Context: an optimization exercise on an open-source flow, tuned for small area. The choices shown serve that exercise and are no tape-out recipe. At most, simulation tests tie the RTL to the original design; equivalence was not proved. Power is estimated from default activity; no workload was simulated.

==> inputs of 11-28 <==
==> flow/design.v (excerpt) <==
module mfe_led7seg_74hc595_controller_wrapper (
    clk,
    rst,
    dat,
    vld,
    sclk,
    rclk,
    dio
    );
==> module mfe_led7seg_74hc595_controller, before the edit <==
module mfe_led7seg_74hc595_controller (
    clk,
    rst,
    dat,
    sclk,
    rclk,
    dio
    );
input           clk;
input           rst;
input  [63 : 0] dat;      
output          sclk;
output          rclk;
output          dio;
wire         div0;        
wire         div1;        
wire [5 : 0] slot;
wire         first;       
wire [2 : 0] dig;         
wire [7 : 0] sel;         
wire         hd;          
wire [7 : 0] seg_reg;     
mfe_led7seg_74hc595_div div (
    .clk  (clk),
    .rst  (rst),
    .div0 (div0),
    .div1 (div1)
    );
mfe_led7seg_74hc595_slot slot_cnt (
    .clk  (clk),
    .rst  (rst),
    .en   (div1),
    .slot (slot)
    );
mfe_led7seg_74hc595_digit digit (
    .clk   (clk),
    .rst   (rst),
    .div0  (div0),
    .div1  (div1),
    .s5    (slot[5]),
    .s0    (slot[0]),
    .first (first),
    .dig   (dig),
    .sel   (sel),
    .hd    (hd)
    );
mfe_led7seg_74hc595_snap snap (
    .clk  (clk),
    .sel  (sel),
    .hd   (hd),
    .dat  (dat),
    .q    (seg_reg)
    );
mfe_led7seg_74hc595_out out (
    .div1  (div1),
    .slot  (slot),
    .first (first),
    .dig   (dig),
    .seg   (seg_reg),
    .sclk  (sclk),
    .rclk  (rclk),
    .dio   (dio)
    );
endmodule
==> module mfe_led7seg_74hc595_div, before the edit <==
module mfe_led7seg_74hc595_div (
    clk,
    rst,
    div0,
    div1
    );
input        clk;
input        rst;
output       div0;
output       div1;
reg  [7 : 0] q;
wire         z61 = ~|q[6 : 1];
wire         z   = z61 & ~q[0];
assign div0 = z & ~q[7];
assign div1 = z61 & q[0] & ~q[7];
always @(posedge clk) begin
    if (rst) begin
        q <= 8'd0;
    end
    else begin
        q <= {q[6 : 0], q[7] ^ q[5] ^ q[4] ^ q[3] ^ z};
    end
end
endmodule
==> module mfe_led7seg_74hc595_slot, before the edit <==
module mfe_led7seg_74hc595_slot (
    clk,
    rst,
    en,
    slot
    );
input        clk;
input        rst;
input        en;
output [5 : 0] slot;
reg  [5 : 0] slot;
wire [5 : 0] tgl;
wire         a = en & slot[0];
assign tgl[0] = en;
assign tgl[1] = a & ~slot[5];
assign tgl[2] = a & slot[1];
assign tgl[3] = tgl[2] & slot[2];
assign tgl[4] = tgl[3] & slot[3];
assign tgl[5] = (tgl[4] & slot[4]) | (a & slot[5]);
always @(posedge clk) begin
    if (rst) begin
        slot <= 6'd0;
    end
    else begin
        slot <= slot ^ tgl;
    end
end
endmodule
==> module mfe_led7seg_74hc595_digit, before the edit <==
module mfe_led7seg_74hc595_digit (
    clk,
    rst,
    div0,
    div1,
    s5,
    s0,
    first,
    dig,
    sel,
    hd
    );
input          clk;
input          rst;
input          div0;
input          div1;
input          s5;
input          s0;
output         first;
output [2 : 0] dig;
output [7 : 0] sel;
output         hd;
reg            first;
reg    [2 : 0] dig;
wire           end0 = div0 & s5 & s0;
wire           cap  = end0 & ~rst;
wire           inc  = div1 & s5 & ~s0;
assign sel = {8{cap}} & (8'd1 << dig);
assign hd  = ~end0 & ~rst;
always @(posedge clk) begin
    if (rst) begin
        first <= 1'b1;
    end
    else if (end0) begin
        first <= 1'b0;
    end
end
always @(posedge clk) begin
    if (rst) begin
        dig <= 3'd0;
    end
    else if (inc) begin
        dig <= dig + 1'b1;
    end
end
endmodule
==> module mfe_led7seg_74hc595_out, before the edit <==
module mfe_led7seg_74hc595_out (
    div1,
    slot,
    first,
    dig,
    seg,
    sclk,
    rclk,
    dio
    );
input          div1;
input  [5 : 0] slot;
input          first;
input  [2 : 0] dig;
input  [7 : 0] seg;
output         sclk;
output         rclk;
output         dio;
wire   [2 : 0] b    = ~slot[3 : 1];
wire           pbit = ~first & (dig == b);
assign sclk = div1 ? (slot[0] & ~slot[5])
                   : (~slot[0] & (slot[5] | (slot[4 : 1] != 4'd0) | ~first));
assign rclk = slot[5] & (div1 | slot[0]);
assign dio  = ~slot[5] & (slot[4] ? pbit : seg[b]);
endmodule
Settings: LEC_CHECK=0, CAP_MARGIN=20, CORE_MARGIN=2, CORE_UTILIZATION=40, SLEW_MARGIN=20, SYNTH_HIERARCHICAL=1; clock period 5.0 ns.
standard.sh (not shown) runs the stock make flow with config.mk's settings and CLKGATE_MAP_FILE= SYNTH_SCRIPT=/design/flow/synth_recipe.tcl, a recipe that flattens the netlist after the stock synthesis.
==> flow/flow/run.sh <==
#!/bin/bash
# Standard ORFS layout, with the port buffers made from the smallest buffer
# cell, and a clock tree of a few leaf clusters without dummy loads.
set -euo pipefail
export BUFFER_PORTS_ARGS="-buffer_cell sky130_fd_sc_hd__buf_1"
export RECOVER_POWER=100
export CTS_ARGS="-sink_clustering_enable -repair_clock_nets -dont_use_dummy_load -buf_list sky130_fd_sc_hd__clkbuf_8 -sink_clustering_size 30 -sink_clustering_max_diameter 200"
bash standard.sh > standard.log 2>&1
==> 04-04 (differences from 11-28) <==
==> flow/design.v (replaced) <==
module mfe_led7seg_74hc595_controller (
    clk,
    rst,
    seg,
    sel,
    sclk,
    rclk,
    dio
    );
input           clk;
input           rst;
input  [7 : 0]  seg;      
output [7 : 0]  sel;      
output          sclk;
output          rclk;
output          dio;
reg  [7 : 0] div;
wire         z61  = ~|div[6 : 1];
wire         z    = z61 & ~div[0];
wire         div0 = z & ~div[7];
wire         div1 = z61 & div[0] & ~div[7];
always @(posedge clk) begin
    if (rst) begin
        div <= 8'd0;
    end
    else begin
        div <= {div[6 : 0], div[7] ^ div[5] ^ div[4] ^ div[3] ^ z};
    end
end
reg  [5 : 0] slot;
reg          first;       
reg  [2 : 0] dig;
reg  [7 : 0] seg_reg;     
wire s32  = slot[5] & ~slot[0];
wire s33  = slot[5] &  slot[0];
wire [5 : 0] tgl;
assign tgl[0] = 1'b1;
assign tgl[1] = slot[0] & ~slot[5];
assign tgl[2] = slot[0] & slot[1];
assign tgl[3] = tgl[2] & slot[2];
assign tgl[4] = tgl[3] & slot[3];
assign tgl[5] = (tgl[4] & slot[4]) | s33;
always @(posedge clk) begin
    if (rst) begin
        slot <= 6'd0;
    end
    else if (div1) begin
        slot <= slot ^ tgl;
    end
end
always @(posedge clk) begin
    if (rst) begin
        first <= 1'b1;
    end
    else if (div0 & s33) begin
        first <= 1'b0;
    end
end
always @(posedge clk) begin
    if (rst) begin
        dig <= 3'd0;
    end
    else if (div1 & s32) begin
        dig <= dig + 1'b1;
    end
end
always @(posedge clk) begin
    if (rst) begin
        seg_reg <= 8'd0;
    end
    else if (div0 & s33) begin
        seg_reg <= seg;
    end
end
assign sel = 8'd1 << dig;
assign sclk = div1 ? (slot[0] & ~slot[5])
                   : (~slot[0] & (slot[5] | (slot[4 : 1] != 4'd0) | ~first));
assign rclk = slot[5] & (div1 | slot[0]);
wire [2 : 0] b    = ~slot[3 : 1];
wire         pbit = ~first & (dig == b);
assign dio = ~slot[5] & (slot[4] ? pbit : seg_reg[b]);
endmodule
module mfe_led7seg_74hc595_controller_wrapper (
    clk,
    rst,
    dat,
    vld,
    sclk,
    rclk,
    dio
    );
input           clk;
input           rst;
input  [63 : 0] dat;
input           vld;
output          sclk;
output          rclk;
output          dio;
wire [63 : 0] dat_reg;
mfe_led7seg_74hc595_store store (
    .clk  (clk),
    .ld   (vld & ~rst),
    .hd   (~vld & ~rst),
    .dat  (dat),
    .q    (dat_reg)
    );
wire [7 : 0] sel;     
reg  [7 : 0] seg;
integer      i;
always @(*) begin
    seg = 8'd0;
    for (i = 0; i < 8; i = i + 1) begin
        seg = seg | ({8{sel[i]}} & dat_reg[8 * i +: 8]);
    end
end
mfe_led7seg_74hc595_controller led7seg_74hc595_ctrl (
    .clk  (clk),
    .rst  (rst),
    .seg  (seg),
    .sel  (sel),
    .sclk (sclk),
    .rclk (rclk),
    .dio  (dio)
    );
endmodule
module mfe_led7seg_74hc595_store (
    clk,
    ld,
    hd,
    dat,
    q
    );
input             clk;
input             ld;
input             hd;
input  [63 : 0]   dat;
output [63 : 0]   q;
reg    [63 : 0]   q;
always @(posedge clk) begin
    q <= ({64{ld}} & dat) | ({64{hd}} & q);
end
endmodule
==> flow/flow/run.sh (replaced) <==
#!/bin/bash
# Standard ORFS layout, with the port buffers made from the smallest buffer
# cell, and a clock tree of a few leaf clusters without dummy loads.
set -euo pipefail
export BUFFER_PORTS_ARGS="-buffer_cell sky130_fd_sc_hd__buf_1"
export CTS_ARGS="-sink_clustering_enable -sink_clustering_levels 1 -repair_clock_nets -dont_use_dummy_load -buf_list sky130_fd_sc_hd__clkbuf_8 -sink_clustering_size 30 -sink_clustering_max_diameter 300"
bash standard.sh > standard.log 2>&1
==> 06-01 (differences from 11-28) <==
==> flow/design.v (replaced) <==
module mfe_led7seg_74hc595_controller (
    clk,
    rst,
    dat,
    sclk,
    rclk,
    dio
    );
input           clk;
input           rst;
input  [63 : 0] dat;      
output          sclk;
output          rclk;
output          dio;
reg  [7 : 0] div;
wire         z61  = ~|div[6 : 1];
wire         z    = z61 & ~div[0];
wire         div0 = z & ~div[7];
wire         div1 = z61 & div[0] & ~div[7];
always @(posedge clk) begin
    if (rst) begin
        div <= 8'd0;
    end
    else begin
        div <= {div[6 : 0], div[7] ^ div[5] ^ div[4] ^ div[3] ^ z};
    end
end
reg  [5 : 0] slot;
reg          first;       
reg  [2 : 0] dig;
wire s32  = slot[5] & ~slot[0];
wire s33  = slot[5] &  slot[0];
wire [5 : 0] tgl;
assign tgl[0] = 1'b1;
assign tgl[1] = slot[0] & ~slot[5];
assign tgl[2] = slot[0] & slot[1];
assign tgl[3] = tgl[2] & slot[2];
assign tgl[4] = tgl[3] & slot[3];
assign tgl[5] = (tgl[4] & slot[4]) | s33;
always @(posedge clk) begin
    if (rst) begin
        slot <= 6'd0;
    end
    else if (div1) begin
        slot <= slot ^ tgl;
    end
end
wire cap = div0 & s33 & ~rst;
always @(posedge clk) begin
    if (rst) begin
        first <= 1'b1;
    end
    else if (div0 & s33) begin
        first <= 1'b0;
    end
end
always @(posedge clk) begin
    if (rst) begin
        dig <= 3'd0;
    end
    else if (div1 & s32) begin
        dig <= dig + 1'b1;
    end
end
wire [7 : 0] seg_reg;
mfe_led7seg_74hc595_snap snap (
    .clk  (clk),
    .sel  ({8{cap}} & (8'd1 << dig)),
    .hd   (~cap & ~rst),
    .dat  (dat),
    .q    (seg_reg)
    );
assign sclk = div1 ? (slot[0] & ~slot[5])
                   : (~slot[0] & (slot[5] | (slot[4 : 1] != 4'd0) | ~first));
assign rclk = slot[5] & (div1 | slot[0]);
wire [2 : 0] b    = ~slot[3 : 1];
wire         pbit = ~first & (dig == b);
assign dio = ~slot[5] & (slot[4] ? pbit : seg_reg[b]);
endmodule
module mfe_led7seg_74hc595_controller_wrapper (
    clk,
    rst,
    dat,
    vld,
    sclk,
    rclk,
    dio
    );
input           clk;
input           rst;
input  [63 : 0] dat;
input           vld;
output          sclk;
output          rclk;
output          dio;
wire [63 : 0] dat_reg;
mfe_led7seg_74hc595_store #(.W(64)) store (
    .clk  (clk),
    .ld   (vld & ~rst),
    .hd   (~vld & ~rst),
    .d    (dat),
    .q    (dat_reg)
    );
mfe_led7seg_74hc595_controller led7seg_74hc595_ctrl (
    .clk  (clk),
    .rst  (rst),
    .dat  (dat_reg),
    .sclk (sclk),
    .rclk (rclk),
    .dio  (dio)
    );
endmodule
module mfe_led7seg_74hc595_store #(
    parameter W = 64
    ) (
    clk,
    ld,
    hd,
    d,
    q
    );
input             clk;
input             ld;
input             hd;
input  [W - 1 : 0] d;
output [W - 1 : 0] q;
reg    [W - 1 : 0] q;
always @(posedge clk) begin
    q <= ({W{ld}} & d) | ({W{hd}} & q);
end
endmodule
module mfe_led7seg_74hc595_snap (
    clk,
    sel,
    hd,
    dat,
    q
    );
input             clk;
input  [7 : 0]    sel;
input             hd;
input  [63 : 0]   dat;
output [7 : 0]    q;
reg    [7 : 0]    q;
wire   [7 : 0]    t0;
wire   [7 : 0]    t1;
wire   [7 : 0]    t2;
wire   [7 : 0]    nxt;
genvar i;
generate
    for (i = 0; i < 8; i = i + 1) begin : bit_g
        mfe_led7seg_74hc595_aoi222 g0 (
            .a1 (sel[0]), .a2 (dat[i]),
            .b1 (sel[1]), .b2 (dat[8 + i]),
            .c1 (sel[2]), .c2 (dat[16 + i]),
            .y  (t0[i])
            );
        mfe_led7seg_74hc595_aoi222 g1 (
            .a1 (sel[3]), .a2 (dat[24 + i]),
            .b1 (sel[4]), .b2 (dat[32 + i]),
            .c1 (sel[5]), .c2 (dat[40 + i]),
            .y  (t1[i])
            );
        mfe_led7seg_74hc595_aoi222 g2 (
            .a1 (sel[6]), .a2 (dat[48 + i]),
            .b1 (sel[7]), .b2 (dat[56 + i]),
            .c1 (hd),     .c2 (q[i]),
            .y  (t2[i])
            );
        assign nxt[i] = ~(t0[i] & t1[i] & t2[i]);
    end
endgenerate
always @(posedge clk) begin
    q <= nxt;
end
endmodule
module mfe_led7seg_74hc595_aoi222 (
    a1,
    a2,
    b1,
    b2,
    c1,
    c2,
    y
    );
input  a1;
input  a2;
input  b1;
input  b2;
input  c1;
input  c2;
output y;
assign y = ~((a1 & a2) | (b1 & b2) | (c1 & c2));
endmodule
==> summary.txt <==
- Critical path depth is the same in 11-28 and 06-01.
- Via count: 06-01 < 11-28 < 04-04.
- The highest cell count belongs to 04-04, the lowest to 06-01.
- In non-clock buffer count, 06-01 and 11-28 do not differ.
- The highest routed wire length belongs to 06-01, the lowest to 04-04.
- Global-route usage, lowest first: 04-04, 11-28, 06-01.
- Count of clock-buffer cells in the layout is the same in 06-01 and 11-28.
- 11-28 produced a layout that fails on capacitance limit, slew limit. 04-04 passed the timing, DRC and antenna checks. 06-01 finished clean.
- Of 04-04 and 11-28, 04-04 has the higher synthesized cell count (gap about 10%, measured against 11-28).
- In sequential cell count, 04-04 and 06-01 do not differ.
- Against 04-04, the area after synthesis of 06-01 is lower by about 5%.
==> figures <==
metric	11-28	06-01	04-04
Total wire length after detailed routing	8050 um	8060 um	7940 um
Crit path buffers/inverters	2	1	1
Final instance area	3900 sq um	3840 sq um	3990 sq um
Maximum fanout count along the critical path	38	9	7
Startpoint kind of the worst setup timing path	input pin	flop	flop
Proportion of total power due to net switching	23.4%	23.9%	23.9%
Timing startpoint of the critical path	rst	led7seg_74hc595_ctrl.div[2]$_SDFF_PP0_	led7seg_74hc595_ctrl.slot[3]$_SDFFE_PP0P_
Tmin final	3380 ps	3610 ps	2790 ps
Proportion of synthesized chip area in sequential cells	50.8%	51.5%	48.9%
Status	finished with violations	no timing/DRC/antenna violations	no timing/DRC/antenna violations
Violated checks	capacitance limit, slew limit	-	-
Skew-Pair Late Insertion Delay	350 ps	350 ps	360 ps
P per Cell Area	322 nW/um^2	332 nW/um^2	323 nW/um^2
Well-Tap Cells	108	108	111
Peak-usage layer in the global routing report	met2	met2	met1
Via count of the first global-routing pass	2603	2472	2573
Worst Hold Endpoint	led7seg_74hc595_ctrl.div.q[7]$_SDFF_PP0_	led7seg_74hc595_ctrl.div[3]$_SDFF_PP0_	store.q[12]$_DFF_P_
Placeable core region	8680 sq um	8590 sq um	9060 sq um
Synth Area per Inst	12.1 sq um	12.1 sq um	11.3 sq um
Adder-cell share of the synthesized area	3.53%	3.22%	3.06%
Total iterations of the first detailed-routing run	5	5	4
Multi-input logic area	1550 sq um	1500 sq um	1620 sq um
Global-route wire length before repair	13100 um	13200 um	12900 um
No functional check of the RTL was part of 11-28 and 04-04.

-- what the ideal ports hide --
No port has a modelled driver above. Below, the same layouts with a new extraction and two added sets of constraints. Step 1 sets driving cells, clkbuf_16 on the clock port and buf_2 on the other inputs (assumed; they add their load-dependent delay and slew). Step 2 adds t to the input delays and takes it off the output delays; t is the mean of the earliest and latest rising clock arrival at the registers after step 1. Input paths then give back, and output paths get back, about the clock's delay inside the block. Three values: ideal, step 1, step 2; two values: the first two.
run	t, ns	setup WS [ns]	hold slack, ns	worst slew at a driven data input, ns
11-28	0.369	1.623 / 1.633 / 1.264	0.444 / 0.444 / 0.444	0.04
04-04	0.374	2.215 / 2.183 / 2.425	0.477 / 0.477 / 0.477	0.04
06-01	0.369	1.394 / 1.365 / 1.367	0.454 / 0.454 / 0.454	0.04
The setup slack of 11-28, which loses most, moves by +0.010 ns with the drivers and by -0.359 ns with both steps.
